From an optimization exercise on the open Yosys and OpenROAD flow, aimed at small area, a short achievable clock period and few clock cycles; shortcuts taken in it are not production practice.
Only simulation tests tie the RTL to the original design; equivalence was not proved.

==> design/flow/config.mk <==
export PLATFORM = sky130hd
export DESIGN_NAME = kmeans_top
export DESIGN_NICKNAME = kmeans_top
export VERILOG_FILES = /design/flow/design.v
export SDC_FILE = /design/flow/constraint.sdc
export NUM_CORES = 8
export LEC_CHECK = 0
export ABC_CLOCK_PERIOD_IN_PS = 9000
export CAP_MARGIN = 20
export CORE_MARGIN = 2
export CORE_UTILIZATION = 65
export PLACE_DENSITY = 0.75
export SLEW_MARGIN = 20
export SYNTH_HIERARCHICAL = 1
==> design/flow/constraint.sdc <==
create_clock -name core_clock -period 40.0 [get_ports {clk}]
set_input_delay 8.0000 -clock core_clock [delete_from_list [all_inputs] [get_ports {clk}]]
set_output_delay 8.0000 -clock core_clock [all_outputs]
set_load 0.01 [all_outputs]
==> design/flow/design.v <==
module sqdist (
    input  [31:0] pn,    
    input  [31:0] c,
    output [17:0] d
);
    wire w1 = ~(c[0] ^ pn[0]);
    wire w2 = c[0] | pn[0];
    wire w3, w4;
    kfa f5 (.a(c[1]), .b(pn[1]), .c(w2), .s(w3), .co(w4));
    wire w6, w7;
    kfa f8 (.a(c[2]), .b(pn[2]), .c(w4), .s(w6), .co(w7));
    wire w9, w10;
    kfa f11 (.a(c[3]), .b(pn[3]), .c(w7), .s(w9), .co(w10));
    wire w12, w13;
    kfa f14 (.a(c[4]), .b(pn[4]), .c(w10), .s(w12), .co(w13));
    wire w15, w16;
    kfa f17 (.a(c[5]), .b(pn[5]), .c(w13), .s(w15), .co(w16));
    wire w18, w19;
    kfa f20 (.a(c[6]), .b(pn[6]), .c(w16), .s(w18), .co(w19));
    wire w21, w22;
    kfa f23 (.a(c[7]), .b(pn[7]), .c(w19), .s(w21), .co(w22));
    wire w24 = c[7] ^ pn[7] ^ w22;
    wire w25 = w1 & w3;
    wire w26 = w1 & w6;
    wire w27 = w1 & w9;
    wire w28 = w1 & w12;
    wire w29 = w1 & w15;
    wire w30 = w1 & w18;
    wire w31 = w1 & w21;
    wire w32 = w3 & w6;
    wire w33 = w3 & w9;
    wire w34 = w3 & w12;
    wire w35 = w3 & w15;
    wire w36 = w3 & w18;
    wire w37 = w3 & w21;
    wire w38 = w6 & w9;
    wire w39 = w6 & w12;
    wire w40 = w6 & w15;
    wire w41 = w6 & w18;
    wire w42 = w6 & w21;
    wire w43 = w9 & w12;
    wire w44 = w9 & w15;
    wire w45 = w9 & w18;
    wire w46 = w9 & w21;
    wire w47 = w12 & w15;
    wire w48 = w12 & w18;
    wire w49 = w12 & w21;
    wire w50 = w15 & w18;
    wire w51 = w15 & w21;
    wire w52 = w18 & w21;
    wire w53 = ~(w24 & w1);
    wire w54 = ~(w24 & w3);
    wire w55 = ~(w24 & w6);
    wire w56 = ~(w24 & w9);
    wire w57 = ~(w24 & w12);
    wire w58 = ~(w24 & w15);
    wire w59 = ~(w24 & w18);
    wire w60 = ~(w24 & w21);
    wire w61 = ~(c[8] ^ pn[8]);
    wire w62 = c[8] | pn[8];
    wire w63, w64;
    kfa f65 (.a(c[9]), .b(pn[9]), .c(w62), .s(w63), .co(w64));
    wire w66, w67;
    kfa f68 (.a(c[10]), .b(pn[10]), .c(w64), .s(w66), .co(w67));
    wire w69, w70;
    kfa f71 (.a(c[11]), .b(pn[11]), .c(w67), .s(w69), .co(w70));
    wire w72, w73;
    kfa f74 (.a(c[12]), .b(pn[12]), .c(w70), .s(w72), .co(w73));
    wire w75, w76;
    kfa f77 (.a(c[13]), .b(pn[13]), .c(w73), .s(w75), .co(w76));
    wire w78, w79;
    kfa f80 (.a(c[14]), .b(pn[14]), .c(w76), .s(w78), .co(w79));
    wire w81, w82;
    kfa f83 (.a(c[15]), .b(pn[15]), .c(w79), .s(w81), .co(w82));
    wire w84 = c[15] ^ pn[15] ^ w82;
    wire w85 = w61 & w63;
    wire w86 = w61 & w66;
    wire w87 = w61 & w69;
    wire w88 = w61 & w72;
    wire w89 = w61 & w75;
    wire w90 = w61 & w78;
    wire w91 = w61 & w81;
    wire w92 = w63 & w66;
    wire w93 = w63 & w69;
    wire w94 = w63 & w72;
    wire w95 = w63 & w75;
    wire w96 = w63 & w78;
    wire w97 = w63 & w81;
    wire w98 = w66 & w69;
    wire w99 = w66 & w72;
    wire w100 = w66 & w75;
    wire w101 = w66 & w78;
    wire w102 = w66 & w81;
    wire w103 = w69 & w72;
    wire w104 = w69 & w75;
    wire w105 = w69 & w78;
    wire w106 = w69 & w81;
    wire w107 = w72 & w75;
    wire w108 = w72 & w78;
    wire w109 = w72 & w81;
    wire w110 = w75 & w78;
    wire w111 = w75 & w81;
    wire w112 = w78 & w81;
    wire w113 = ~(w84 & w61);
    wire w114 = ~(w84 & w63);
    wire w115 = ~(w84 & w66);
    wire w116 = ~(w84 & w69);
    wire w117 = ~(w84 & w72);
    wire w118 = ~(w84 & w75);
    wire w119 = ~(w84 & w78);
    wire w120 = ~(w84 & w81);
    wire w121 = ~(c[16] ^ pn[16]);
    wire w122 = c[16] | pn[16];
    wire w123, w124;
    kfa f125 (.a(c[17]), .b(pn[17]), .c(w122), .s(w123), .co(w124));
    wire w126, w127;
    kfa f128 (.a(c[18]), .b(pn[18]), .c(w124), .s(w126), .co(w127));
    wire w129, w130;
    kfa f131 (.a(c[19]), .b(pn[19]), .c(w127), .s(w129), .co(w130));
    wire w132, w133;
    kfa f134 (.a(c[20]), .b(pn[20]), .c(w130), .s(w132), .co(w133));
    wire w135, w136;
    kfa f137 (.a(c[21]), .b(pn[21]), .c(w133), .s(w135), .co(w136));
    wire w138, w139;
    kfa f140 (.a(c[22]), .b(pn[22]), .c(w136), .s(w138), .co(w139));
    wire w141, w142;
    kfa f143 (.a(c[23]), .b(pn[23]), .c(w139), .s(w141), .co(w142));
    wire w144 = c[23] ^ pn[23] ^ w142;
    wire w145 = w121 & w123;
    wire w146 = w121 & w126;
    wire w147 = w121 & w129;
    wire w148 = w121 & w132;
    wire w149 = w121 & w135;
    wire w150 = w121 & w138;
    wire w151 = w121 & w141;
    wire w152 = w123 & w126;
    wire w153 = w123 & w129;
    wire w154 = w123 & w132;
    wire w155 = w123 & w135;
    wire w156 = w123 & w138;
    wire w157 = w123 & w141;
    wire w158 = w126 & w129;
    wire w159 = w126 & w132;
    wire w160 = w126 & w135;
    wire w161 = w126 & w138;
    wire w162 = w126 & w141;
    wire w163 = w129 & w132;
    wire w164 = w129 & w135;
    wire w165 = w129 & w138;
    wire w166 = w129 & w141;
    wire w167 = w132 & w135;
    wire w168 = w132 & w138;
    wire w169 = w132 & w141;
    wire w170 = w135 & w138;
    wire w171 = w135 & w141;
    wire w172 = w138 & w141;
    wire w173 = ~(w144 & w121);
    wire w174 = ~(w144 & w123);
    wire w175 = ~(w144 & w126);
    wire w176 = ~(w144 & w129);
    wire w177 = ~(w144 & w132);
    wire w178 = ~(w144 & w135);
    wire w179 = ~(w144 & w138);
    wire w180 = ~(w144 & w141);
    wire w181 = ~(c[24] ^ pn[24]);
    wire w182 = c[24] | pn[24];
    wire w183, w184;
    kfa f185 (.a(c[25]), .b(pn[25]), .c(w182), .s(w183), .co(w184));
    wire w186, w187;
    kfa f188 (.a(c[26]), .b(pn[26]), .c(w184), .s(w186), .co(w187));
    wire w189, w190;
    kfa f191 (.a(c[27]), .b(pn[27]), .c(w187), .s(w189), .co(w190));
    wire w192, w193;
    kfa f194 (.a(c[28]), .b(pn[28]), .c(w190), .s(w192), .co(w193));
    wire w195, w196;
    kfa f197 (.a(c[29]), .b(pn[29]), .c(w193), .s(w195), .co(w196));
    wire w198, w199;
    kfa f200 (.a(c[30]), .b(pn[30]), .c(w196), .s(w198), .co(w199));
    wire w201, w202;
    kfa f203 (.a(c[31]), .b(pn[31]), .c(w199), .s(w201), .co(w202));
    wire w204 = c[31] ^ pn[31] ^ w202;
    wire w205 = w181 & w183;
    wire w206 = w181 & w186;
    wire w207 = w181 & w189;
    wire w208 = w181 & w192;
    wire w209 = w181 & w195;
    wire w210 = w181 & w198;
    wire w211 = w181 & w201;
    wire w212 = w183 & w186;
    wire w213 = w183 & w189;
    wire w214 = w183 & w192;
    wire w215 = w183 & w195;
    wire w216 = w183 & w198;
    wire w217 = w183 & w201;
    wire w218 = w186 & w189;
    wire w219 = w186 & w192;
    wire w220 = w186 & w195;
    wire w221 = w186 & w198;
    wire w222 = w186 & w201;
    wire w223 = w189 & w192;
    wire w224 = w189 & w195;
    wire w225 = w189 & w198;
    wire w226 = w189 & w201;
    wire w227 = w192 & w195;
    wire w228 = w192 & w198;
    wire w229 = w192 & w201;
    wire w230 = w195 & w198;
    wire w231 = w195 & w201;
    wire w232 = w198 & w201;
    wire w233 = ~(w204 & w181);
    wire w234 = ~(w204 & w183);
    wire w235 = ~(w204 & w186);
    wire w236 = ~(w204 & w189);
    wire w237 = ~(w204 & w192);
    wire w238 = ~(w204 & w195);
    wire w239 = ~(w204 & w198);
    wire w240 = ~(w204 & w201);
    wire w241, w242;
    kfa f243 (.a(w1), .b(w61), .c(w121), .s(w241), .co(w242));
    wire w244, w245;
    kfa f246 (.a(w3), .b(w63), .c(w123), .s(w244), .co(w245));
    wire w247, w248;
    kfa f249 (.a(w183), .b(w25), .c(w85), .s(w247), .co(w248));
    wire w250, w251;
    kfa f252 (.a(w145), .b(w205), .c(w244), .s(w250), .co(w251));
    wire w253, w254;
    kfa f255 (.a(w245), .b(w248), .c(w26), .s(w253), .co(w254));
    wire w256, w257;
    kfa f258 (.a(w86), .b(w146), .c(w206), .s(w256), .co(w257));
    wire w259, w260;
    kfa f261 (.a(w251), .b(w253), .c(w256), .s(w259), .co(w260));
    wire w262, w263;
    kfa f264 (.a(w6), .b(w66), .c(w126), .s(w262), .co(w263));
    wire w265, w266;
    kfa f267 (.a(w186), .b(w32), .c(w92), .s(w265), .co(w266));
    wire w268, w269;
    kfa f270 (.a(w152), .b(w212), .c(w262), .s(w268), .co(w269));
    wire w271, w272;
    kfa f273 (.a(w27), .b(w87), .c(w147), .s(w271), .co(w272));
    wire w274, w275;
    kfa f276 (.a(w207), .b(w254), .c(w257), .s(w274), .co(w275));
    wire w277, w278;
    kfa f279 (.a(w265), .b(w268), .c(w260), .s(w277), .co(w278));
    wire w280, w281;
    kfa f282 (.a(w271), .b(w274), .c(w277), .s(w280), .co(w281));
    wire w283, w284;
    kfa f285 (.a(w263), .b(w33), .c(w93), .s(w283), .co(w284));
    wire w286, w287;
    kfa f288 (.a(w153), .b(w213), .c(w266), .s(w286), .co(w287));
    wire w289, w290;
    kfa f291 (.a(w269), .b(w28), .c(w88), .s(w289), .co(w290));
    wire w292, w293;
    kfa f294 (.a(w148), .b(w208), .c(w272), .s(w292), .co(w293));
    wire w295, w296;
    kfa f297 (.a(w275), .b(w283), .c(w286), .s(w295), .co(w296));
    wire w298, w299;
    kfa f300 (.a(w278), .b(w289), .c(w292), .s(w298), .co(w299));
    wire w301, w302;
    kfa f303 (.a(w295), .b(w281), .c(w298), .s(w301), .co(w302));
    wire w304, w305;
    kfa f306 (.a(w9), .b(w69), .c(w129), .s(w304), .co(w305));
    wire w307, w308;
    kfa f309 (.a(w189), .b(w38), .c(w98), .s(w307), .co(w308));
    wire w310, w311;
    kfa f312 (.a(w158), .b(w218), .c(w304), .s(w310), .co(w311));
    wire w313, w314;
    kfa f315 (.a(w34), .b(w94), .c(w154), .s(w313), .co(w314));
    wire w316, w317;
    kfa f318 (.a(w214), .b(w284), .c(w287), .s(w316), .co(w317));
    wire w319, w320;
    kfa f321 (.a(w307), .b(w29), .c(w89), .s(w319), .co(w320));
    wire w322, w323;
    kfa f324 (.a(w149), .b(w209), .c(w290), .s(w322), .co(w323));
    wire w325, w326;
    kfa f327 (.a(w293), .b(w310), .c(w296), .s(w325), .co(w326));
    wire w328, w329;
    kfa f330 (.a(w313), .b(w316), .c(w299), .s(w328), .co(w329));
    wire w331, w332;
    kfa f333 (.a(w319), .b(w322), .c(w325), .s(w331), .co(w332));
    wire w334, w335;
    kfa f336 (.a(w302), .b(w328), .c(w331), .s(w334), .co(w335));
    wire w337, w338;
    kfa f339 (.a(w305), .b(w39), .c(w99), .s(w337), .co(w338));
    wire w340, w341;
    kfa f342 (.a(w159), .b(w219), .c(w308), .s(w340), .co(w341));
    wire w343, w344;
    kfa f345 (.a(w311), .b(w35), .c(w95), .s(w343), .co(w344));
    wire w346, w347;
    kfa f348 (.a(w155), .b(w215), .c(w314), .s(w346), .co(w347));
    wire w349, w350;
    kfa f351 (.a(w317), .b(w337), .c(w340), .s(w349), .co(w350));
    wire w352, w353;
    kfa f354 (.a(w30), .b(w90), .c(w150), .s(w352), .co(w353));
    wire w355, w356;
    kfa f357 (.a(w210), .b(w320), .c(w323), .s(w355), .co(w356));
    wire w358, w359;
    kfa f360 (.a(w326), .b(w343), .c(w346), .s(w358), .co(w359));
    wire w361, w362;
    kfa f363 (.a(w349), .b(w329), .c(w352), .s(w361), .co(w362));
    wire w364, w365;
    kfa f366 (.a(w355), .b(w332), .c(w358), .s(w364), .co(w365));
    wire w367, w368;
    kfa f369 (.a(w361), .b(w335), .c(w364), .s(w367), .co(w368));
    wire w370, w371;
    kfa f372 (.a(w12), .b(w72), .c(w132), .s(w370), .co(w371));
    wire w373, w374;
    kfa f375 (.a(w192), .b(w43), .c(w103), .s(w373), .co(w374));
    wire w376, w377;
    kfa f378 (.a(w163), .b(w223), .c(w370), .s(w376), .co(w377));
    wire w379, w380;
    kfa f381 (.a(w40), .b(w100), .c(w160), .s(w379), .co(w380));
    wire w382, w383;
    kfa f384 (.a(w220), .b(w338), .c(w341), .s(w382), .co(w383));
    wire w385, w386;
    kfa f387 (.a(w373), .b(w36), .c(w96), .s(w385), .co(w386));
    wire w388, w389;
    kfa f390 (.a(w156), .b(w216), .c(w344), .s(w388), .co(w389));
    wire w391, w392;
    kfa f393 (.a(w347), .b(w376), .c(w350), .s(w391), .co(w392));
    wire w394, w395;
    kfa f396 (.a(w379), .b(w382), .c(w31), .s(w394), .co(w395));
    wire w397, w398;
    kfa f399 (.a(w91), .b(w151), .c(w211), .s(w397), .co(w398));
    wire w400, w401;
    kfa f402 (.a(w353), .b(w356), .c(w359), .s(w400), .co(w401));
    wire w403, w404;
    kfa f405 (.a(w385), .b(w388), .c(w391), .s(w403), .co(w404));
    wire w406, w407;
    kfa f408 (.a(w362), .b(w394), .c(w397), .s(w406), .co(w407));
    wire w409, w410;
    kfa f411 (.a(w365), .b(w400), .c(w403), .s(w409), .co(w410));
    wire w412, w413;
    kfa f414 (.a(w406), .b(w368), .c(w409), .s(w412), .co(w413));
    wire w415, w416;
    kfa f417 (.a(w371), .b(w44), .c(w104), .s(w415), .co(w416));
    wire w418, w419;
    kfa f420 (.a(w164), .b(w224), .c(w374), .s(w418), .co(w419));
    wire w421, w422;
    kfa f423 (.a(w377), .b(w41), .c(w101), .s(w421), .co(w422));
    wire w424, w425;
    kfa f426 (.a(w161), .b(w221), .c(w380), .s(w424), .co(w425));
    wire w427, w428;
    kfa f429 (.a(w383), .b(w415), .c(w418), .s(w427), .co(w428));
    wire w430, w431;
    kfa f432 (.a(w37), .b(w97), .c(w157), .s(w430), .co(w431));
    wire w433, w434;
    kfa f435 (.a(w217), .b(w386), .c(w389), .s(w433), .co(w434));
    wire w436, w437;
    kfa f438 (.a(w392), .b(w421), .c(w424), .s(w436), .co(w437));
    wire w439, w440;
    kfa f441 (.a(w427), .b(w53), .c(w113), .s(w439), .co(w440));
    wire w442, w443;
    kfa f444 (.a(w173), .b(w233), .c(w395), .s(w442), .co(w443));
    wire w445, w446;
    kfa f447 (.a(w398), .b(w401), .c(w430), .s(w445), .co(w446));
    wire w448, w449;
    kfa f450 (.a(w433), .b(w404), .c(w436), .s(w448), .co(w449));
    wire w451, w452;
    kfa f453 (.a(w439), .b(w442), .c(w407), .s(w451), .co(w452));
    wire w454, w455;
    kfa f456 (.a(w445), .b(w448), .c(w410), .s(w454), .co(w455));
    wire w457, w458;
    kfa f459 (.a(w451), .b(w413), .c(w454), .s(w457), .co(w458));
    wire w460, w461;
    kfa f462 (.a(w15), .b(w75), .c(w135), .s(w460), .co(w461));
    wire w463, w464;
    kfa f465 (.a(w195), .b(w47), .c(w107), .s(w463), .co(w464));
    wire w466, w467;
    kfa f468 (.a(w167), .b(w227), .c(w460), .s(w466), .co(w467));
    wire w469, w470;
    kfa f471 (.a(w45), .b(w105), .c(w165), .s(w469), .co(w470));
    wire w472, w473;
    kfa f474 (.a(w225), .b(w416), .c(w419), .s(w472), .co(w473));
    wire w475, w476;
    kfa f477 (.a(w463), .b(w42), .c(w102), .s(w475), .co(w476));
    wire w478, w479;
    kfa f480 (.a(w162), .b(w222), .c(w422), .s(w478), .co(w479));
    wire w481, w482;
    kfa f483 (.a(w425), .b(w466), .c(w428), .s(w481), .co(w482));
    wire w484, w485;
    kfa f486 (.a(w469), .b(w472), .c(w54), .s(w484), .co(w485));
    wire w487, w488;
    kfa f489 (.a(w114), .b(w174), .c(w234), .s(w487), .co(w488));
    wire w490, w491;
    kfa f492 (.a(w431), .b(w434), .c(w437), .s(w490), .co(w491));
    wire w493, w494;
    kfa f495 (.a(w475), .b(w478), .c(w481), .s(w493), .co(w494));
    wire w496, w497;
    kfa f498 (.a(w440), .b(w443), .c(w484), .s(w496), .co(w497));
    wire w499, w500;
    kfa f501 (.a(w487), .b(w446), .c(w449), .s(w499), .co(w500));
    wire w502, w503;
    kfa f504 (.a(w490), .b(w493), .c(w452), .s(w502), .co(w503));
    wire w505, w506;
    kfa f507 (.a(w496), .b(w499), .c(w455), .s(w505), .co(w506));
    wire w508, w509;
    kfa f510 (.a(w502), .b(w458), .c(w505), .s(w508), .co(w509));
    wire w511, w512;
    kfa f513 (.a(1'b1), .b(w461), .c(w48), .s(w511), .co(w512));
    wire w514, w515;
    kfa f516 (.a(w108), .b(w168), .c(w228), .s(w514), .co(w515));
    wire w517, w518;
    kfa f519 (.a(w464), .b(w467), .c(w46), .s(w517), .co(w518));
    wire w520, w521;
    kfa f522 (.a(w106), .b(w166), .c(w226), .s(w520), .co(w521));
    wire w523, w524;
    kfa f525 (.a(w470), .b(w473), .c(w511), .s(w523), .co(w524));
    wire w526, w527;
    kfa f528 (.a(w514), .b(w55), .c(w115), .s(w526), .co(w527));
    wire w529, w530;
    kfa f531 (.a(w175), .b(w235), .c(w476), .s(w529), .co(w530));
    wire w532, w533;
    kfa f534 (.a(w479), .b(w482), .c(w517), .s(w532), .co(w533));
    wire w535, w536;
    kfa f537 (.a(w520), .b(w523), .c(w485), .s(w535), .co(w536));
    wire w538, w539;
    kfa f540 (.a(w488), .b(w526), .c(w529), .s(w538), .co(w539));
    wire w541, w542;
    kfa f543 (.a(w491), .b(w494), .c(w532), .s(w541), .co(w542));
    wire w544, w545;
    kfa f546 (.a(w497), .b(w535), .c(w538), .s(w544), .co(w545));
    wire w547, w548;
    kfa f549 (.a(w500), .b(w541), .c(w503), .s(w547), .co(w548));
    wire w550, w551;
    kfa f552 (.a(w544), .b(w506), .c(w547), .s(w550), .co(w551));
    wire w553, w554;
    kfa f555 (.a(w18), .b(w78), .c(w138), .s(w553), .co(w554));
    wire w556, w557;
    kfa f558 (.a(w198), .b(w50), .c(w110), .s(w556), .co(w557));
    wire w559, w560;
    kfa f561 (.a(w170), .b(w230), .c(w553), .s(w559), .co(w560));
    wire w562, w563;
    kfa f564 (.a(w49), .b(w109), .c(w169), .s(w562), .co(w563));
    wire w565, w566;
    kfa f567 (.a(w229), .b(w512), .c(w515), .s(w565), .co(w566));
    wire w568, w569;
    kfa f570 (.a(w556), .b(w56), .c(w116), .s(w568), .co(w569));
    wire w571, w572;
    kfa f573 (.a(w176), .b(w236), .c(w518), .s(w571), .co(w572));
    wire w574, w575;
    kfa f576 (.a(w521), .b(w559), .c(w524), .s(w574), .co(w575));
    wire w577, w578;
    kfa f579 (.a(w562), .b(w565), .c(w527), .s(w577), .co(w578));
    wire w580, w581;
    kfa f582 (.a(w530), .b(w568), .c(w571), .s(w580), .co(w581));
    wire w583, w584;
    kfa f585 (.a(w533), .b(w574), .c(w536), .s(w583), .co(w584));
    wire w586, w587;
    kfa f588 (.a(w539), .b(w577), .c(w580), .s(w586), .co(w587));
    wire w589, w590;
    kfa f591 (.a(w542), .b(w583), .c(w545), .s(w589), .co(w590));
    wire w592, w593;
    kfa f594 (.a(w586), .b(w548), .c(w589), .s(w592), .co(w593));
    wire w595, w596;
    kfa f597 (.a(w554), .b(w51), .c(w111), .s(w595), .co(w596));
    wire w598, w599;
    kfa f600 (.a(w171), .b(w231), .c(w557), .s(w598), .co(w599));
    wire w601, w602;
    kfa f603 (.a(w560), .b(w57), .c(w117), .s(w601), .co(w602));
    wire w604, w605;
    kfa f606 (.a(w177), .b(w237), .c(w563), .s(w604), .co(w605));
    wire w607, w608;
    kfa f609 (.a(w566), .b(w595), .c(w598), .s(w607), .co(w608));
    wire w610, w611;
    kfa f612 (.a(w569), .b(w572), .c(w601), .s(w610), .co(w611));
    wire w613, w614;
    kfa f615 (.a(w604), .b(w575), .c(w607), .s(w613), .co(w614));
    wire w616, w617;
    kfa f618 (.a(w578), .b(w581), .c(w610), .s(w616), .co(w617));
    wire w619, w620;
    kfa f621 (.a(w613), .b(w584), .c(w587), .s(w619), .co(w620));
    wire w622, w623;
    kfa f624 (.a(w616), .b(w590), .c(w619), .s(w622), .co(w623));
    wire w625, w626;
    kfa f627 (.a(w21), .b(w81), .c(w141), .s(w625), .co(w626));
    wire w628, w629;
    kfa f630 (.a(w201), .b(w52), .c(w112), .s(w628), .co(w629));
    wire w631, w632;
    kfa f633 (.a(w172), .b(w232), .c(w625), .s(w631), .co(w632));
    wire w634, w635;
    kfa f636 (.a(w58), .b(w118), .c(w178), .s(w634), .co(w635));
    wire w637, w638;
    kfa f639 (.a(w238), .b(w596), .c(w599), .s(w637), .co(w638));
    wire w640, w641;
    kfa f642 (.a(w628), .b(w602), .c(w605), .s(w640), .co(w641));
    wire w643, w644;
    kfa f645 (.a(w631), .b(w634), .c(w637), .s(w643), .co(w644));
    wire w646, w647;
    kfa f648 (.a(w608), .b(w611), .c(w640), .s(w646), .co(w647));
    wire w649, w650;
    kfa f651 (.a(w643), .b(w614), .c(w617), .s(w649), .co(w650));
    wire w652, w653;
    kfa f654 (.a(w646), .b(w620), .c(w649), .s(w652), .co(w653));
    wire w655, w656;
    kfa f657 (.a(w626), .b(w59), .c(w119), .s(w655), .co(w656));
    wire w658, w659;
    kfa f660 (.a(w179), .b(w239), .c(w629), .s(w658), .co(w659));
    wire w661, w662;
    kfa f663 (.a(w632), .b(w635), .c(w638), .s(w661), .co(w662));
    wire w664, w665;
    kfa f666 (.a(w655), .b(w658), .c(w641), .s(w664), .co(w665));
    wire w667, w668;
    kfa f669 (.a(w644), .b(w661), .c(w647), .s(w667), .co(w668));
    wire w670, w671;
    kfa f672 (.a(w664), .b(w650), .c(w667), .s(w670), .co(w671));
    wire w673, w674;
    kfa f675 (.a(w24), .b(w84), .c(w144), .s(w673), .co(w674));
    wire w676, w677;
    kfa f678 (.a(w204), .b(w60), .c(w120), .s(w676), .co(w677));
    wire w679, w680;
    kfa f681 (.a(w180), .b(w240), .c(w673), .s(w679), .co(w680));
    wire w682, w683;
    kfa f684 (.a(w656), .b(w659), .c(w676), .s(w682), .co(w683));
    wire w685, w686;
    kfa f687 (.a(w662), .b(w679), .c(w682), .s(w685), .co(w686));
    wire w688, w689;
    kfa f690 (.a(w665), .b(w685), .c(w668), .s(w688), .co(w689));
    wire w691, w692;
    kfa f693 (.a(w674), .b(w677), .c(w680), .s(w691), .co(w692));
    wire w694, w695;
    kfa f696 (.a(w683), .b(w691), .c(w686), .s(w694), .co(w695));
    wire [17:0] ra = {w689, w671, w653, w623, w593, w551, w509, w508, w457, w412, w367, w334, w301, w280, w259, w247, w242, w181};
    wire [17:0] rb = {w694, w688, w670, w652, w622, w592, w550, 1'b0, 1'b0, 1'b0, 1'b0, 1'b0, 1'b0, 1'b0, 1'b0, w250, 1'b0, w241};
    assign d = ra + rb;
endmodule
module kfa (input a, input b, input c, output s, output co);
    assign s = a ^ b ^ c;
    assign co = (a & b) | (a & c) | (b & c);
endmodule
module kmeans_top #
(
    parameter K = 8,
    parameter D = 4,
    parameter W = 8,
    parameter N = 128
)
(
    input clk,
    input rst,
    input start,
    input signed [D*W-1:0] point_flat,
    input signed [K*D*W-1:0] init_centroid_flat,
    output done,
    output [6:0] point_addr,
    output signed [K*D*W-1:0] final_centroid_flat
);
    localparam PASS_LEN = 140;    
    reg        run;        
    reg        done_r;
    reg        conv_q;     
    reg [7:0]  t;          
    wire idle = ~run & ~done_r;
    wire load = idle & start;
    reg [K*D*W-1:0] cen;   
    assign final_centroid_flat = cen;
    assign done = done_r;
    assign point_addr = t[6:0];
    reg [31:0] p0;
    reg        v1;         
    always @(posedge clk) p0 <= point_flat;
    wire [31:0] pn = ~p0;
    wire [17:0] dst [0:K-1];
    genvar gk, gd;
    generate for (gk = 0; gk < K; gk = gk + 1) begin : g_dist
        sqdist u_sq (.pn(pn), .c(cen[gk*32 +: 32]), .d(dst[gk]));
    end endgenerate
    reg [17:0] dq [0:K-1];
    reg [31:0] p1;
    reg        v2;
    integer i;
    always @(posedge clk) begin
        for (i = 0; i < K; i = i + 1) dq[i] <= dst[i];
        p1 <= p0;
    end
    wire        c1a = dq[1] < dq[0];
    wire        c1b = dq[3] < dq[2];
    wire        c1c = dq[5] < dq[4];
    wire        c1d = dq[7] < dq[6];
    wire [17:0] m1a = c1a ? dq[1] : dq[0];
    wire [17:0] m1b = c1b ? dq[3] : dq[2];
    wire [17:0] m1c = c1c ? dq[5] : dq[4];
    wire [17:0] m1d = c1d ? dq[7] : dq[6];
    wire        c2a = m1b < m1a;
    wire        c2b = m1d < m1c;
    wire [17:0] m2a = c2a ? m1b : m1a;
    wire [17:0] m2b = c2b ? m1d : m1c;
    wire [1:0]  i2a = c2a ? {1'b1, c1b} : {1'b0, c1a};
    wire [1:0]  i2b = c2b ? {1'b1, c1d} : {1'b0, c1c};
    wire        c3  = m2b < m2a;
    wire [2:0]  best = c3 ? {1'b1, i2b} : {1'b0, i2a};
    reg  [2:0]  rsel;
    reg  [31:0] p2;
    reg         v3;
    reg         drv;       
    always @(posedge clk) begin
        rsel <= v2 ? best : (t[2:0] - 3'd2);    
        p2 <= p1;
    end
    reg [14:0]  sum [0:K-1][0:D-1];
    reg [6:0]   m   [0:K-1];
    reg [K-1:0] fresh;
    wire [14:0] rs [0:D-1];
    generate for (gd = 0; gd < D; gd = gd + 1) begin : g_rs
        assign rs[gd] = sum[rsel][gd];
    end endgenerate
    wire [6:0] rm = m[rsel];
    wire       rf = fresh[rsel];
    integer d;
    always @(posedge clk) begin
        if (v3) begin
            for (d = 0; d < D; d = d + 1)
                sum[rsel][d] <= (rf ? 15'd0 : rs[d]) + {7'd0, ~p2[d*8+7], p2[d*8 +: 7]};
            m[rsel] <= rf ? 7'd0 : rm + 7'd1;
        end
    end
    localparam [7:0] FASTMASK = 8'b00001011;
    reg [14:0] da [0:D-1];
    reg [6:0]  dam;
    reg        dae;        
    reg        dav;
    reg [2:0]  daj;
    reg [14:0] db [0:D-1];
    reg [6:0]  dbm;
    reg        dbe;
    reg        dbv;
    reg [2:0]  dbj;
    wire [14:0] dq_out [0:D-1];    
    genvar gs, gb;
    generate for (gd = 0; gd < D; gd = gd + 1) begin : g_div
        wire [14:0] ch [0:8];      
        assign ch[0] = rs[gd];
        for (gs = 0; gs < 8; gs = gs + 1) begin : g_step
            wire [14:0] r  = (gs == 3) ? da[gd] : (gs == 6) ? db[gd] : ch[gs];
            wire [6:0]  mn = (gs < 3) ? ~rm : (gs < 6) ? ~dam : ~dbm;    
            wire [7:0]  tt = r[14:7];                                    
            wire [6:0]  df;        
            wire        q;         
            if (FASTMASK[gs]) begin : g_fast
                wire [8:0] sm = {1'b0, tt} + {2'b01, mn};
                assign df = sm[6:0];
                assign q  = sm[8];
            end else begin : g_ripple
                wire [7:0] k;
                assign df[0] = tt[0] ^ mn[0];
                assign k[1]  = tt[0] & mn[0];
                for (gb = 1; gb < 7; gb = gb + 1) begin : g_b
                    kfa u_fa (.a(tt[gb]), .b(mn[gb]), .c(k[gb]), .s(df[gb]), .co(k[gb+1]));
                end
                assign k[0] = 1'b0;
                assign q = tt[7] | k[7];
            end
            assign ch[gs+1] = q ? {df, r[6:0], 1'b1} : {r[13:7], r[6:0], 1'b0};
        end
        assign dq_out[gd] = ch[8];
        always @(posedge clk) begin
            da[gd] <= ch[3];
            db[gd] <= ch[6];
        end
    end endgenerate
    always @(posedge clk) begin
        dam <= rm;  dae <= rf;  daj <= rsel;
        dbm <= dam; dbe <= dae; dbj <= daj;
    end
    wire [31:0] c0 = cen[31:0];
    reg  [31:0] cin;
    always @(*) begin : g_dc
        reg [7:0] q;
        for (d = 0; d < D; d = d + 1) begin
            q = dq_out[d][7:0];    
            cin[d*8 +: 8] = dbe ? c0[d*8 +: 8]
                          : {~q[7], q[6:0]} + {7'd0, ~q[7] & (dq_out[d][14:8] != 7'd0)};
        end
    end
    reg  chg;              
    wire cmp_now = (cin != c0);
    wire last_shift = dbv & (dbj == 3'd7);
    wire cen_sh   = dbv & ~load;
    wire cen_hold = ~load & ~dbv;
    always @(posedge clk)
        cen <= (init_centroid_flat & {K*D*W{load}})
             | ({cin, cen[K*D*W-1:32]} & {K*D*W{cen_sh}})
             | (cen & {K*D*W{cen_hold}});
    always @(posedge clk) begin
        if (rst) begin
            run <= 1'b0; done_r <= 1'b0; conv_q <= 1'b0; t <= 8'd0;
            v1 <= 1'b0; v2 <= 1'b0; v3 <= 1'b0; drv <= 1'b0; dav <= 1'b0; dbv <= 1'b0;
        end else begin
            done_r <= 1'b0;
            conv_q <= run & last_shift & ~(chg | cmp_now);
            if (load) begin
                run <= 1'b1; t <= 8'd0;
                v1 <= 1'b0; v2 <= 1'b0; v3 <= 1'b0; drv <= 1'b0; dav <= 1'b0; dbv <= 1'b0;
            end else if (run) begin
                if (conv_q) begin
                    run <= 1'b0; done_r <= 1'b1;
                    v1 <= 1'b0; v2 <= 1'b0; v3 <= 1'b0; drv <= 1'b0; dav <= 1'b0; dbv <= 1'b0;
                end else begin
                    t   <= (t == PASS_LEN-1) ? 8'd0 : t + 8'd1;
                    v1  <= (t < 128);
                    v2  <= v1;
                    v3  <= v2;
                    drv <= (t >= 130) & (t <= 137);
                    dav <= drv;
                    dbv <= dav;
                end
            end
        end
    end
    always @(posedge clk) begin
        if (run && t == 0) fresh <= {K{1'b1}};
        else if (v3) fresh[rsel] <= 1'b0;
        if (dbv) chg <= (dbj == 3'd0) ? cmp_now : (chg | cmp_now);
    end
endmodule
==> design/flow/flow/run.sh <==
#!/bin/bash
# Layout flow: the standard synthesis unchanged, then the standard
# layout steps, with
#  - the timing repair asked to leave SETUP_SLACK_MARGIN ns of setup slack,
#    i.e. to aim at a shorter period than the constraint's 40 ns;
#  - small port buffers (every port still gets its own buffer);
#  - clock tree synthesis without dummy loads.
set -euo pipefail
MARGIN=31
CTS="-sink_clustering_enable -repair_clock_nets -dont_use_dummy_load"
bash standard.sh synth > synth.log 2>&1
sed "s|CLKGATE_MAP_FILE= |CLKGATE_MAP_FILE= SETUP_SLACK_MARGIN=$MARGIN 'BUFFER_PORTS_ARGS=-buffer_cell sky130_fd_sc_hd__buf_1' 'CTS_ARGS=$CTS' |" standard.sh > layout.sh
bash layout.sh > layout.log 2>&1
==> design/flow/standard.sh <==
#!/bin/bash
# synth_recipe.tcl (not shown) runs the flow's synth.tcl, then flattens the netlist and writes it again
# the make line also repeats each setting of config.mk as NAME=value (left out here)
make -C /OpenROAD-flow-scripts/flow DESIGN_CONFIG=/design/flow/config.mk WORK_HOME=/design/flow/orfs CLKGATE_MAP_FILE= SYNTH_SCRIPT=/design/flow/synth_recipe.tcl "${@:-finish}"
==> results of run 1 <==
Yosys stat by module, one instance, submodules excluded:
module,times used,flip-flops and latches,cells,area (sq um)
kfa,1560,0,1,20.0
kmeans_top,1,1203,4645,52900
sqdist,8,0,246,1580
layer usage:
metal / track usage, % / share of wire, %
met3: 20.0 / 14
met1: 57.0 / 32
met4: 43.1 / 11
met5: 1.08 / 0.17
met2: 69.1 / 42
final cells by class:
type	count	share of cell area, %
multi-input cells	6344	58.6
flip-flops and latches	1203	27.0
repair buffers	1081	7.85
clock buffers	131	2.92
well taps	1930	2.15
inverters	423	1.44
diodes	26	0.0579
repair inverters	1	0.00445
flip-flops by register name (all words and copies together) (netlist names), 56 cells and up:
| register | count |
|---|---|
| da | 60 |
| db | 60 |
| sum | 480 |
| cen | 256 |
| dq | 144 |
| m | 56 |
what timing repair did:
action | CTS | global route
setup buffers | 288 | 64
pin swaps | 20 | 23
endpoints found under the setup margin | 543 | 430
gates resized for setup | 1206 | 155
gates cloned | 6 | 5
through the flow:
stage | cell area, sq um | std cells | setup WS [ps]
2_1_floorplan | 96900 | 8173 | 31030
3_3_place_gp | 102000 | 10600 | 29300
3_5_place_dp | 102000 | 10600 | 29230
4_1_cts | 111000 | 11000 | 30520
5_1_grt | 112000 | 11100 | 30520
6_report | 112000 | 11100 | 30520
critical path, delay by kind of cell, from the launching register on:
family / cells / cell delay [ps]
buffers and inverters: 2 / 330
flip-flops: 1 / 350
how the worst max path moves through the flow:
stage / to / slack, ps / cells past startpoint
after floorplan: cen[100] / 31030 / 6
after global placement: cen[97] / 29300 / 5
after detailed placement: cen[75] / 29230 / 5
after CTS: final_centroid_flat[179] / 30520 / 2
after global routing: final_centroid_flat[179] / 30520 / 2
final: final_centroid_flat[179] / 30520 / 2
Yosys cell counts, types with 29 or more instances:
cell type,count,area [sq um]
ha_1,377,4720
fa_1,1576,31600
nand3_1,95,475
clkbuf_1,145,544
a221oi_1,47,412
mux2i_1,377,3770
buf_2,30,150
nor2_1,314,1180
nand2_1,723,2710
o221ai_1,29,254
inv_1,415,1560
nor2b_1,258,1610
edfxtp_1,537,16100
xnor2_1,270,2360
nand4_1,44,275
a21o_1,40,300
xor2_1,66,578
o21ai_0,402,2010
a21oi_1,286,1430
and2_1,730,4570
a22oi_1,43,323
dfxtp_1,666,13300
mux2_2,248,2790
nor3_1,66,330
kinds of logic after synthesis:
| kind of cell | after synthesis | synth area share [%] |
|---|---|---|
| compound gates | 1054 | 6.82 |
| xor+xnor | 336 | 3.04 |
| simple gates | 2361 | 12.8 |
| buf+inv | 629 | 2.54 |
| other cells | 8 | 0.0310 |
| mux | 629 | 6.85 |
| fa+ha+maj | 1953 | 37.5 |
| flops | 1203 | 30.4 |
==> flow_summary.ini, run 1 <==
[outcome]
outcome = timing/DRC/antenna clean

[worst_setup_path]
cp.required_ps = 32000
critPathMaxStageDelay_ps = 350
reg2reg_depth = 29
crit_chain = buf_12, buf_6
criticalPathCategory = reg -> out
end_kind = output pin
cp.arrival_ps = 1480
r2r_end = db[1][9]
critPathLaunch = cen[179]
critPathMaxFanout = 4
worstSetupStartpointType = flop
r2r_setup_slack_ps = 31150
cpMaxStageDelayCell = dfxtp_2
rr_startpoint = dam[0]

[layout]
final_core_util_pct = 76.0
seq_area_sq_um = 30400
layout_common_cells = 1510 x fa_1, 723 x and2_1, 716 x nand2_1, 537 x edfxtp_1, 445 x buf_4
multi_input_area_sq_um = 65800
nets = 11400
fill_cells = 9548
drive_above_1_share_pct = 18.5
final_common_cell = fa_1
syn_to_final_growth_pct = 16.1

[timing]
min_period_ps = 9480
rsz0062_at_grt = yes
slew_violations = 0
clock_skew_ps = 108
setup_tns_ps = 0
fmax_mhz = 106
period_share_pct = 23.7
hold_viol_final = 0
tightest_slew_ps = 1260
maxSlewHeadroom_pct = 16.0
holdWs_ps = 296
setup_viol = 0

[clock_tree]
cts_max_level = 4
clockBufferDepth = 3
cts_root_buffer = clkbuf_16
cts_sinks = 1203
cts_hold_buf = 0
path_clk_slew_ps = 60
worstSkewPairLatency_ps = 810
cts_tree = built
cts_buffers = 131

[routing]
first_iter_violations = 8754
via_per_inst = 6.59
wl_per_cell_um = 33.2
drt_drc_violations_left = 0
ant_nets = 0
num_vias = 73500
first_pass_iters = 8
wl_um = 370000

[flow_run]
cap_viol_max_count = 0

[floorplan]
io_pins = 555
die_h_um = 390
die_area_sq_um = 152000
coreArea_sq_um = 148000
initial_core_util_pct = 65.5
die_w_um = 390
row_count = 141

[logic_synthesis]
ys_seq_area_share_pct = 30.4
yosysWarnings = 13
ys_async_sr_fraction_pct = 0
syn-cell-area_sq_um = 96800
yosysUniqueCellTypes = 86
ys_seq_elements = 1203
syn-num-nets = 10400
synthCells = 8173
synth.avg_cell_area_sq_um = 11.8
synth_edf_count = 537
synthFlopType = dfxtp_1

[grt]
grt_pass1_vias = 76300
overflow = 0
grt_max_degree = 113
grt_usage_pct = 48.8
grt_pass1_wl_um = 524000
antenna_found_initial = 47

[hold_path]
min-delay-start = da[1][3]
whs_endpoint = db[1][6]
hold_depth = 0
hold_class = reg -> reg

[placed_design]
gp_congestion = 1.01
dp_hpwl_um = 259000
port_buffers = 554
Testbench counts, summed over its fixed seeds: cycles 132,252.
==> run 2, diff against run 1 <==
--- a/design/flow/design.v
+++ b/design/flow/design.v
@@ -529,2 +529,6 @@
 endmodule
+module kha (input a, input b, output s, output co);
+    assign s = a ^ b;
+    assign co = a & b;
+endmodule
 module kmeans_top #
@@ -591,2 +595,3 @@
     reg  [2:0]  rsel;
+    reg  [K-1:0] roh;      
     reg  [31:0] p2;
@@ -596,4 +601,6 @@
         rsel <= v2 ? best : (t[2:0] - 3'd2);    
+        roh  <= {{K-1{1'b0}}, 1'b1} << (v2 ? best : (t[2:0] - 3'd2));
         p2 <= p1;
     end
+    integer d;
     reg [14:0]  sum [0:K-1][0:D-1];
@@ -601,15 +608,39 @@
     reg [K-1:0] fresh;
-    wire [14:0] rs [0:D-1];
-    generate for (gd = 0; gd < D; gd = gd + 1) begin : g_rs
-        assign rs[gd] = sum[rsel][gd];
+    wire [K-1:0] rsg = roh & ~fresh;
+    reg  [14:0] rs [0:D-1];
+    reg  [6:0]  rm;
+    integer rk;
+    always @(*) begin
+        for (d = 0; d < D; d = d + 1) begin
+            rs[d] = 15'd0;
+            for (rk = 0; rk < K; rk = rk + 1)
+                rs[d] = rs[d] | (sum[rk][d] & {15{rsg[rk]}});
+        end
+        rm = 7'd0;
+        for (rk = 0; rk < K; rk = rk + 1)
+            rm = rm | (m[rk] & {7{rsg[rk]}});
+    end
+    wire       rf = |(roh & fresh);
+    wire [14:0] acc [0:D-1];
+    genvar ga;
+    generate for (gd = 0; gd < D; gd = gd + 1) begin : g_acc
+        wire [14:0] x  = rs[gd];
+        wire [7:0]  pu = {~p2[gd*8+7], p2[gd*8 +: 7]};
+        wire [15:0] k;
+        kha u_h0 (.a(x[0]), .b(pu[0]), .s(acc[gd][0]), .co(k[1]));
+        for (ga = 1; ga < 8; ga = ga + 1) begin : g_lo
+            kfa u_fa (.a(x[ga]), .b(pu[ga]), .c(k[ga]), .s(acc[gd][ga]), .co(k[ga+1]));
+        end
+        for (ga = 8; ga < 15; ga = ga + 1) begin : g_hi
+            kha u_ha (.a(x[ga]), .b(k[ga]), .s(acc[gd][ga]), .co(k[ga+1]));
+        end
+        assign k[0] = 1'b0;
     end endgenerate
-    wire [6:0] rm = m[rsel];
-    wire       rf = fresh[rsel];
-    integer d;
     always @(posedge clk) begin
-        if (v3) begin
-            for (d = 0; d < D; d = d + 1)
-                sum[rsel][d] <= (rf ? 15'd0 : rs[d]) + {7'd0, ~p2[d*8+7], p2[d*8 +: 7]};
-            m[rsel] <= rf ? 7'd0 : rm + 7'd1;
-        end
+        for (rk = 0; rk < K; rk = rk + 1)
+            if (v3 && roh[rk]) begin
+                for (d = 0; d < D; d = d + 1)
+                    sum[rk][d] <= acc[d];
+                m[rk] <= rf ? 7'd0 : rm + 7'd1;
+            end
     end
@@ -710,3 +741,3 @@
         if (run && t == 0) fresh <= {K{1'b1}};
-        else if (v3) fresh[rsel] <= 1'b0;
+        else if (v3) fresh <= fresh & ~roh;
         if (dbv) chg <= (dbj == 3'd0) ? cmp_now : (chg | cmp_now);
--- a/design/flow/flow/run.sh
+++ b/design/flow/flow/run.sh
@@ -8,4 +8,4 @@
 set -euo pipefail
-MARGIN=31
-CTS="-sink_clustering_enable -repair_clock_nets -dont_use_dummy_load"
+MARGIN=30.6
+CTS="-sink_clustering_enable -repair_clock_nets -dont_use_dummy_load -sink_clustering_size 20 -sink_clustering_max_diameter 100"
 bash standard.sh synth > synth.log 2>&1
==> flow_summary.ini, run 2 <==
[timing]
fmax_mhz = 106
setup_tns_ps = 0
holdWs_ps = 330
rsz0062_at_grt = yes
clock_skew_ps = 96.5
hold_viol_final = 0
slew_violations = 0
min_period_ps = 9450
setup_viol = 0
period_share_pct = 23.6
maxSlewHeadroom_pct = 21.7
tightest_slew_ps = 1170

[logic_synthesis]
synth_edf_count = 537
ys_async_sr_fraction_pct = 0
yosys.area.top_type = fa_1
syn-cell-area_sq_um = 94500
yosysWarnings = 19
synth_area_leaders = fa_1 34%, edfxtp_1 17%, dfxtp_1 14%
synthFlopType = dfxtp_1
ys_top_cells_by_count = 1600 x fa_1, 691 x and2_1, 674 x dfxtp_1
synth.avg_cell_area_sq_um = 12.3
netlist.area_leader.share_pct = 33.9
yosysUniqueCellTypes = 92
synthCells = 7667
synth_most_common_cell = fa_1
syn-num-nets = 9932
ys_seq_area_share_pct = 31.4
ys_seq_elements = 1211

[hold_path]
hold_class = reg -> reg
min-delay-start = p1[23]

[grt]
grt_max_degree = 137
overflow = 0
met1_usage_pct = 55.7
grt_usage_pct = 45.7
use_met3_pct = 16.2
grt_pass1_wl_um = 475000
grtUsageMet2_pct = 65.3
top_usage_layer = met2
antenna_found_initial = 43
grt_pass1_vias = 69000

[floorplan]
coreArea_sq_um = 144000
die_w_um = 385
initial_core_util_pct = 65.6
die_area_sq_um = 148000
io_pins = 555
die_h_um = 385
row_count = 139

[clock_tree]
cts_sinks = 1211
cts_tree = built
clockBufferDepth = 3
cts_root_buffer = clkbuf_16
cts_hold_buf = 0
cts_buffers = 77
path_clk_slew_ps = 80
worstSkewPairLatency_ps = 750
cts_max_level = 3

[routing]
first_iter_violations = 7284
ant_nets = 0
via_per_inst = 6.51
drt_drc_violations_left = 0
first_pass_iters = 6
wl_per_cell_um = 32.4
wl_um = 335000
num_vias = 67200

[layout]
final_common_cell = fa_1
syn_to_final_growth_pct = 9.70
reg.largest.list = sum (480), cen (256), dq (144)
layout_common_cells = 1599 x fa_1, 680 x and2_1, 639 x nand2_1, 537 x edfxtp_1, 501 x buf_1
drive_above_1_share_pct = 10.9
top_register = sum
fin_area_sq_um = 104000
largest_reg_flops = 480
final_core_util_pct = 72.0
nets = 10700

[worst_setup_path]
path_delay_family = buffers and inverters
cp.required_ps = 40560
end_kind = flop
cp.arrival_ps = 10010
worstSetupStartpointType = primary input
worst-path-buf-inv = 3
critPathLaunch = start
critPathMaxStageDelay_ps = 450
crit_chain = buf_1, and2_4, buf_8, buf_16, o21ai_0
critPathMaxFanout = 115
criticalPathCategory = in -> reg
rr_startpoint = dam[0]
cpMaxStageDelayCell = and2_4

[placed_design]
placed_cell_area_sq_um = 99300
port_buffers = 554
gp_congestion = 1.01
dp_hpwl_um = 248000

[flow_run]
cap_viol_max_count = 0

[outcome]
outcome = timing/DRC/antenna clean
-- run 2: final timing paths --
path	slack, ps	cells after the start	to
worst max-delay path	30550	5	cen[109]
worst min-delay path	330	0	p2[23]
worst max register to register	30700	27	db[2][14]
worst min register to register	330	0	p2[23]
-- run 2: layout make-up --
class / instances / area (sq um)
diodes: 21 / 52.6
clock buffers: 77 / 1930
fillers: 10200 / 40400
inverters: 386 / 1470
multi-input cells: 5897 / 63000
flip-flops and latches: 1211 / 30000
well taps: 1903 / 2380
repair buffers: 829 / 4770
-- run 2: through the flow --
stage | setup slack [ps] | std cells
after floorplan | 30610 | 7667
after global placement | 29740 | 10100
after detailed placement | 29600 | 10100
after CTS | 30520 | 10200
after global routing | 30490 | 10300
final | 30550 | 10300
-- run 2: layer usage --
metal / wire length (um) / vias to the layer above
met5: 262 / -
met4: 34000 / 42
met3: 44000 / 1137
met2: 143000 / 4291
met1: 113000 / 34300
li1: - / 27400
-- run 2: Yosys stat by module, one instance, submodules excluded --
module / flops+latches / cells inside / cell area, sq um
kmeans_top: 1211 / 4087 / 49700
kfa: 0 / 1 / 20.0
kha: 0 / 1 / 12.5
sqdist: 0 / 245 / 1570
-- run 2: logic make-up after synthesis --
group	synth area share [%]
compound gates	7.42
xor+xnor	2.69
fa+ha+maj	38.9
buf+inv	2.33
flops	31.4
mux	5.50
other cells	0.0318
simple gates	11.8
-- run 2: timing repair --
action / in CTS / in global routing
setup buffers: 51 / 81
pin swaps: 3 / 18
gates resized for setup: 384 / 86
cloned: 5 / 2
setup endpoints to repair: 383 / 203
-- run 2: worst register-to-register path: stages, from the launching register on --
cell        delay [ps]
dfxtp_2            390
clkinvlp_4         250
ha_1               320
fa_1               410
a21o_1             200
a21oi_1            220
o21bai_1           110
a21oi_1            260
nand2b_1           210
and2_2             200
mux2_2             370
fa_1               440
fa_1               400
fa_1               390
fa_1               390
fa_1               400
fa_1               420
a21oi_4            220
mux2_2             400
fa_1               440
fa_1               390
fa_1               400
fa_1               390
fa_1               400
fa_1               420
a211oi_4           210
buf_4              180
mux2_2             340
Testbench counts of run 2, summed over its fixed seeds: cycles 132,252.
==> run 3, diff against run 2 <==
--- a/design/flow/flow/run.sh
+++ b/design/flow/flow/run.sh
@@ -9,3 +9,3 @@
 MARGIN=30.6
-CTS="-sink_clustering_enable -repair_clock_nets -dont_use_dummy_load -sink_clustering_size 20 -sink_clustering_max_diameter 100"
+CTS="-sink_clustering_enable -repair_clock_nets -dont_use_dummy_load -sink_clustering_size 24 -sink_clustering_max_diameter 120"
 bash standard.sh synth > synth.log 2>&1
==> flow_summary.ini, run 3 <==
[placed_design]
port_buffers = 554
dp_hpwl_um = 248000
gp_congestion = 1.01
dp.cells = 10100
dp_slack_ps = 29600

[logic_synthesis]
synth_edf_count = 537
ys_async_sr_fraction_pct = 0
synth.avg_cell_area_sq_um = 12.3
ys_top_cells_by_count = 1600 x fa_1, 691 x and2_1, 674 x dfxtp_1
syn-num-nets = 9932
synthFlopType = dfxtp_1
yosys.area.top_type = fa_1
ys_seq_area_share_pct = 31.4
netlist.area_leader.share_pct = 33.9
yosysWarnings = 19
synthCells = 7667
yosysUniqueCellTypes = 92
syn-cell-area_sq_um = 94500
ys_seq_elements = 1211
synth_area_leaders = fa_1 34%, edfxtp_1 17%, dfxtp_1 14%
synth_most_common_cell = fa_1

[floorplan]
io_pins = 555
die_h_um = 385
initial_core_util_pct = 65.6
coreArea_sq_um = 144000
die_area_sq_um = 148000
row_count = 139
die_w_um = 385

[grt]
grt_pass1_vias = 68800
grt_max_degree = 137
grt_pass1_wl_um = 474000
grt_usage_pct = 45.5
overflow = 0
antenna_found_initial = 49

[clock_tree]
worstSkewPairLatency_ps = 770
cts_max_level = 2
path_clk_slew_ps = 100
cts_buffers = 60
cts_root_buffer = clkbuf_16
cts_tree = built
clockBufferDepth = 3
cts_sinks = 1211
cts_hold_buf = 0

[layout]
layout.cells.non_filler = 10300
syn_to_final_growth_pct = 9.26
top_register = sum
nets = 10600
largest_reg_flops = 480
layout_common_cells = 1598 x fa_1, 681 x and2_1, 639 x nand2_1, 537 x edfxtp_1, 507 x buf_1
reg.largest.list = sum (480), cen (256), dq (144)
final_common_cell = fa_1
drive_above_1_share_pct = 10.9

[worst_setup_path]
path_delay_family = flip-flops
cpMaxStageDelayCell = dfxtp_4
r2r_setup_slack_ps = 30710
crit_chain = buf_6
worstSetupStartpointType = flop
criticalPathCategory = reg -> out
reg2reg_depth = 28
critPathMaxFanout = 2
cp.required_ps = 32000
end_kind = output pin
rr_startpoint = dam[0]
critPathMaxStageDelay_ps = 560
r2r_end = db[2][8]
worst-path-buf-inv = 1
cp_num_cells = 1
cp.arrival_ps = 1460

[hold_path]
whs_endpoint = p2[0]
min-delay-start = p1[0]
hold_depth = 0
hold_class = reg -> reg

[timing]
maxSlewHeadroom_pct = 21.1
rsz0062_at_grt = yes
min_period_ps = 9460
clock_skew_ps = 135
holdWs_ps = 329
setup_tns_ps = 0
hold_viol_final = 0
period_share_pct = 23.7
slew_violations = 0
tightest_slew_ps = 1180
fmax_mhz = 106
worst_slack_ps = 30540
setup_viol = 0

[flow_run]
cap_viol_max_count = 0

[routing]
wl_um = 334000
wl_per_cell_um = 32.4
via_per_inst = 6.52
ant_nets = 0
first_iter_violations = 7136
num_vias = 67300
drt_drc_violations_left = 0
first_pass_iters = 6

[outcome]
outcome = timing/DRC/antenna clean
[run 3: how the worst max path moves through the flow]
stage,end,slack (ps),from
after CTS,final_centroid_flat[186],30470,cen[186]
after floorplan,cen[172],30610,start
after global routing,db[2][8],30500,dam[0]
after detailed placement,cen[109],29600,start
after global placement,cen[77],29740,start
final,final_centroid_flat[188],30540,cen[188]
[run 3: layout make-up]
cell class,count,area [sq um]
antenna,30,75.1
clock buffer,60,1500
fill,10300,40800
inverter,386,1470
multi-input combinational,5897,63000
sequential,1211,30100
tap,1903,2380
timing repair buffer,825,4700
[run 3: what timing repair did]
item                                    in CTS  in global routing
gates cloned                                 5                  1
endpoints found under the setup margin     383                161
buffers inserted                            59                 70
pin swaps                                    6                 14
resized for setup                          397                 94
[run 3: cells by family after synthesis]
| logic type | Yosys count | synth area share, % |
|---|---|---|
| AOI/OAI and AO/OA | 1034 | 7.42 |
| xor gates and xnor gates | 290 | 2.69 |
| adders and majority gates | 1974 | 38.9 |
| buffers and inverters | 564 | 2.33 |
| DFF | 1211 | 31.4 |
| muxes | 495 | 5.50 |
| other | 8 | 0.0318 |
| and+or+nand+nor | 2091 | 11.8 |
[run 3: layer usage]
metal | vias up | GRT usage (%) | share of wire (%)
li1 | 27400 | - | -
met5 | - | 0 | 0.090
met3 | 1145 | 16.1 | 13
met4 | 44 | 37.5 | 10
met1 | 34400 | 55.3 | 34
met2 | 4316 | 65.5 | 43
[run 3: Yosys stat by module (local to each module, per instance)]
module / times used / flops+latches / cell area, sq um
kha: 32 / 0 / 12.5
kfa: 1588 / 0 / 20.0
sqdist: 8 / 0 / 1570
kmeans_top: 1 / 1211 / 49700
[run 3: metrics by stage]
stage                     utilization, %  cell area, sq um
after detailed placement            69.0             99300
after global routing                71.6            103000
final                               71.7            103000
after floorplan                        -             94500
after global placement              69.0             99300
after CTS                           71.0            102000
==> run 4, diff against run 3 <==
--- a/design/flow/config.mk
+++ b/design/flow/config.mk
@@ -11,2 +11,3 @@
 export CORE_UTILIZATION = 65
+export GPL_ROUTABILITY_DRIVEN = 0
 export PLACE_DENSITY = 0.75
==> flow_summary.ini, run 4 <==
[logic_synthesis]
synth.avg_cell_area_sq_um = 12.3
yosys.area.top_type = fa_1
ys_async_sr_fraction_pct = 0
syn-cell-area_sq_um = 94500
ys_seq_elements = 1211
synth_edf_count = 537
ys_top_cells_by_count = 1600 x fa_1, 691 x and2_1, 674 x dfxtp_1
yosysUniqueCellTypes = 92
synth_area_leaders = fa_1 34%, edfxtp_1 17%, dfxtp_1 14%
ys_seq_area_share_pct = 31.4
synthCells = 7667
netlist.area_leader.share_pct = 33.9
yosysWarnings = 19
synthFlopType = dfxtp_1
synth_most_common_cell = fa_1
syn-num-nets = 9932

[floorplan]
io_pins = 555
initial_core_util_pct = 65.6
row_count = 139
die_h_um = 385
die_area_sq_um = 148000
coreArea_sq_um = 144000
die_w_um = 385

[routing]
first_iter_violations = 7363
via_per_inst = 6.53
num_vias = 67400
wl_per_cell_um = 32.0
wl_um = 330000
ant_nets = 0
first_pass_iters = 7
drt_drc_violations_left = 0

[worst_setup_path]
critPathMaxStageDelay_ps = 520
cp.required_ps = 32000
worstSetupStartpointType = flop
criticalPathCategory = reg -> out
critPathMaxFanout = 2
cp.arrival_ps = 1440
worst-path-buf-inv = 1
path_delay_family = flip-flops
crit_chain = buf_6
end_kind = output pin
cpMaxStageDelayCell = dfxtp_4

[grt]
grt_usage_pct = 45.0
grt_pass1_vias = 69700
antenna_found_initial = 44
grt_pass1_wl_um = 472000
overflow = 0
grt_max_degree = 121

[clock_tree]
cts_max_level = 2
cts_root_buffer = clkbuf_16
cts_tree = built
clockBufferDepth = 3
cts_buffers = 61
cts_hold_buf = 0
worstSkewPairLatency_ps = 760
cts_sinks = 1211
path_clk_slew_ps = 110

[placed_design]
dp_hpwl_um = 242000
dp.cells = 10100
port_buffers = 554
dp_slack_ps = 28940

[layout]
final_common_cell = fa_1
reg.largest.list = sum (480), cen (256), dq (144)
syn_to_final_growth_pct = 9.53
largest_reg_flops = 480
layout_common_cells = 1600 x fa_1, 681 x and2_1, 639 x nand2_1, 537 x edfxtp_1, 490 x buf_1
drive_above_1_share_pct = 11.3
top_register = sum
nets = 10700
layout.cells.non_filler = 10300

[timing]
fmax_mhz = 106
setup_viol = 0
slew_violations = 0
setup_tns_ps = 0
period_share_pct = 23.6
hold_viol_final = 0
holdWs_ps = 331
rsz0062_at_grt = yes
tightest_slew_ps = 1300
min_period_ps = 9440
clock_skew_ps = 109
worst_slack_ps = 30560
maxSlewHeadroom_pct = 13.1

[outcome]
outcome = timing/DRC/antenna clean

[hold_path]
hold_class = reg -> reg

[flow_run]
cap_viol_max_count = 0
run 4: cell counts after synthesis:
No cell type changed its count.
run 4: worst paths after layout:
path	start	to	slack, ps	depth (start not counted)
min reg2reg	p1[22]	p2[22]	330	0
min	p1[22]	p2[22]	330	0
max reg2reg	dam[0]	db[3][10]	30780	26
max	cen[85]	final_centroid_flat[85]	30560	1
run 4: final cells by class:
cell class	instances	area (sq um)
well taps	1903	2380
repair buffers	843	4860
flip-flops and latches	1211	30100
multi-input cells	5900	63100
inverters	386	1470
diodes	25	62.6
clock buffers	61	1530
fillers	10000	40500
run 4: per-module statistics from Yosys (local to each module, per instance):
module / area [sq um] / times used
kha: 12.5 / 32
kfa: 20.0 / 1588
kmeans_top: 49700 / 1
sqdist: 1570 / 8
run 4: stage by stage:
step	util, %	cell area [sq um]
4_1_cts	70.9	102000
2_1_floorplan	-	94500
3_3_place_gp	68.9	99200
3_5_place_dp	68.9	99200
5_1_grt	71.8	103000
6_report	71.8	103000
run 4: cells by family after synthesis:
family	synth area share [%]
DFF	31.4
and+or+nand+nor	11.8
adders and majority gates	38.9
other	0.0318
muxes	5.50
xor gates and xnor gates	2.69
AOI/OAI and AO/OA	7.42
buffers and inverters	2.33
run 4: per-layer routing:
layer / vias to the layer above / track usage, % / wire length (um)
met5: - / 0 / 542
met4: 58 / 38.9 / 35100
met3: 1284 / 19.0 / 47400
met2: 4473 / 63.4 / 139000
met1: 34200 / 53.1 / 108000
li1: 27400 / - / -
run 4: what timing repair did:
item                       CTS  global route
gates cloned                 6             2
setup buffers               54           104
pin swaps                    4            19
setup endpoints to repair  386           277
hold endpoints to repair     0             0
gates resized for setup    395           124
==> run 5, diff against run 4 <==
--- a/design/flow/config.mk
+++ b/design/flow/config.mk
@@ -12,3 +12,3 @@
 export GPL_ROUTABILITY_DRIVEN = 0
-export PLACE_DENSITY = 0.75
+export PLACE_DENSITY = 0.85
 export SLEW_MARGIN = 20
==> flow_summary.ini, run 5 <==
[logic_synthesis]
yosysWarnings = 19
syn-num-nets = 9932
synth_most_common_cell = fa_1
ys_top_cells_by_count = 1600 x fa_1, 691 x and2_1, 674 x dfxtp_1
synth.avg_cell_area_sq_um = 12.3
netlist.area_leader.share_pct = 33.9
synthCells = 7667
ys_async_sr_fraction_pct = 0
ys_seq_area_share_pct = 31.4
synthFlopType = dfxtp_1
synth_area_leaders = fa_1 34%, edfxtp_1 17%, dfxtp_1 14%
yosys.area.top_type = fa_1
syn-cell-area_sq_um = 94500
synth_edf_count = 537
yosysUniqueCellTypes = 92
ys_seq_elements = 1211

[routing]
wl_per_cell_um = 32.9
via_per_inst = 6.83
ant_nets = 0
wl_um = 339000
first_pass_iters = 10
first_iter_violations = 9464
num_vias = 70300
drt_drc_violations_left = 0

[layout]
top_register = sum
final_core_util_pct = 71.7
fin_area_sq_um = 103000
nets = 10600
syn_to_final_growth_pct = 9.23
layout_common_cells = 1600 x fa_1, 680 x and2_1, 639 x nand2_1, 537 x edfxtp_1, 495 x buf_1
reg.largest.list = sum (480), cen (256), dq (144)
layout.cells.non_filler = 10300
drive_above_1_share_pct = 11.0
seq_area_sq_um = 30200
multi_input_area_sq_um = 63000
fill_cells = 9203
largest_reg_flops = 480
final_common_cell = fa_1

[floorplan]
die_w_um = 385
initial_core_util_pct = 65.6
row_count = 139
coreArea_sq_um = 144000
die_area_sq_um = 148000
die_h_um = 385
io_pins = 555

[worst_setup_path]
criticalPathCategory = reg -> out
critPathMaxFanout = 4
cpMaxStageDelayCell = dfxtp_4
crit_chain = clkbuf_4
r2r_setup_slack_ps = 30620
worstSetupStartpointType = flop
cp.required_ps = 32000
critPathMaxStageDelay_ps = 500
worst-path-buf-inv = 1
path_delay_family = flip-flops
end_kind = output pin
cp.arrival_ps = 1470

[clock_tree]
clockBufferDepth = 3
cts_tree = built
cts_buffers = 66
cts_root_buffer = clkbuf_16
cts_max_level = 3
path_clk_slew_ps = 100
cts_hold_buf = 0
worstSkewPairLatency_ps = 770
cts_sinks = 1211

[grt]
grt_max_degree = 138
antenna_found_initial = 54
grt_pass1_wl_um = 477000
overflow = 0
grt_pass1_vias = 72400
grt_usage_pct = 45.4

[timing]
min_period_ps = 9470
setup_viol = 0
maxSlewHeadroom_pct = 15.8
hold_viol_final = 0
tightest_slew_ps = 1250
slew_violations = 0
rsz0062_at_grt = yes
fmax_mhz = 106
period_share_pct = 23.7
setup_tns_ps = 0
clock_skew_ps = 121

[placed_design]
placed_cell_area_sq_um = 99100
port_buffers = 554
dp_hpwl_um = 249000
dp.cells = 10100

[flow_run]
cap_viol_max_count = 0

[outcome]
outcome = timing/DRC/antenna clean

[hold_path]
hold_class = reg -> reg
## run 5: final timing paths
| check | endpoint | from | depth (start not counted) |
|---|---|---|---|
| min reg2reg | p2[30] | p1[30] | 0 |
| min | p2[30] | p1[30] | 0 |
| max | final_centroid_flat[204] | cen[204] | 1 |
| max reg2reg | chg | dbm[0] | 30 |
## run 5: cell type report
type / count / share of cell area [%]
tap: 1903 / 2.31
sequential: 1211 / 29.2
timing repair buffer: 793 / 4.23
inverter: 386 / 1.43
multi-input combinational: 5894 / 61.1
antenna: 50 / 0.121
clock buffer: 66 / 1.60
## run 5: modules after synthesis, one instance, submodules excluded
module,cell area (sq um),cells inside,flops+latches
sqdist,1570,245,0
kmeans_top,49700,4087,1211
kfa,20.0,1,0
kha,12.5,1,0
## run 5: routing by layer
metal	vias up	global-route usage [%]	wire length, um
li1	27400	-	-
met5	-	2.96	1310
met2	6234	62.6	138000
met3	1933	25.2	58800
met1	34700	49.9	101000
met4	64	40.2	39200
## run 5: logic make-up (layout without fill, tap and decap cells)
logic type	count (synthesis)	count (layout)	share of synthesized area, %
muxes	495	495	5.50
DFF	1211	1211	31.4
and+or+nand+nor	2091	2093	11.8
adders and majority gates	1974	1974	38.9
AOI/OAI and AO/OA	1034	1034	7.42
buffers and inverters	564	1245	2.33
xor gates and xnor gates	290	290	2.69
other	8	58	0.0318
## run 5: metrics by stage
step | hold slack (ps) | setup slack, ps
final | 286 | 30530
after global routing | 282 | 30420
after CTS | 278 | 30600
after detailed placement | 312 | 29390
after global placement | 313 | 29500
after floorplan | 310 | 30610
## run 5: timing repair
action / 4_1_cts / 5_1_grt
gates resized for setup: 386 / 155
hold endpoints to repair: 0 / 0
cloned: 1 / 2
setup endpoints to repair: 407 / 338
pin swaps: 6 / 17
buffers inserted: 30 / 90

[port drivers added, routing unchanged]
How much do the figures lean on ideal ports? The routed layouts below were timed once more, with nothing changed but the port constraints. Step 1 (the two cells are an assumption about what drives the block):
set clk [get_ports {clk}]
set_driving_cell -lib_cell sky130_fd_sc_hd__clkbuf_16 $clk
set_driving_cell -lib_cell sky130_fd_sc_hd__buf_2 [delete_from_list [all_inputs] $clk]
Step 2 adds t to the input delays and takes it off the output delays; t is the mean of the earliest and latest rising clock arrival at the registers after step 1. Input paths then give back, and output paths get back, about the clock's delay inside the block. a / b / c = ideal / step 1 / step 2; a / b = the first two.
| run | shift t [ns] | slack for setup (ns) | slew at the worst register clock pin (ns) | worst slew at a driven data input, ns | cell pins on the clock port's net |
|---|---|---|---|---|---|
| run 1 | 0.843 | 30.524 / 30.435 / 30.259 | 0.07 / 0.07 | 0.17 | 1 |
| run 2 | 0.788 | 30.553 / 30.497 / 29.819 | 0.09 / 0.09 | 0.13 | 1 |
| run 3 | 0.785 | 30.538 / 30.453 / 29.857 | 0.11 / 0.11 | 0.14 | 1 |
| run 4 | 0.803 | 30.559 / 30.467 / 29.969 | 0.11 / 0.11 | 0.13 | 1 |
| run 5 | 0.798 | 30.532 / 30.439 / 29.960 | 0.11 / 0.11 | 0.24 | 1 |
After both steps every run listed still meets setup and hold. For run 2, which loses most, drivers alone change the setup slack by -0.056 ns; drivers and shift together by -0.734 ns.
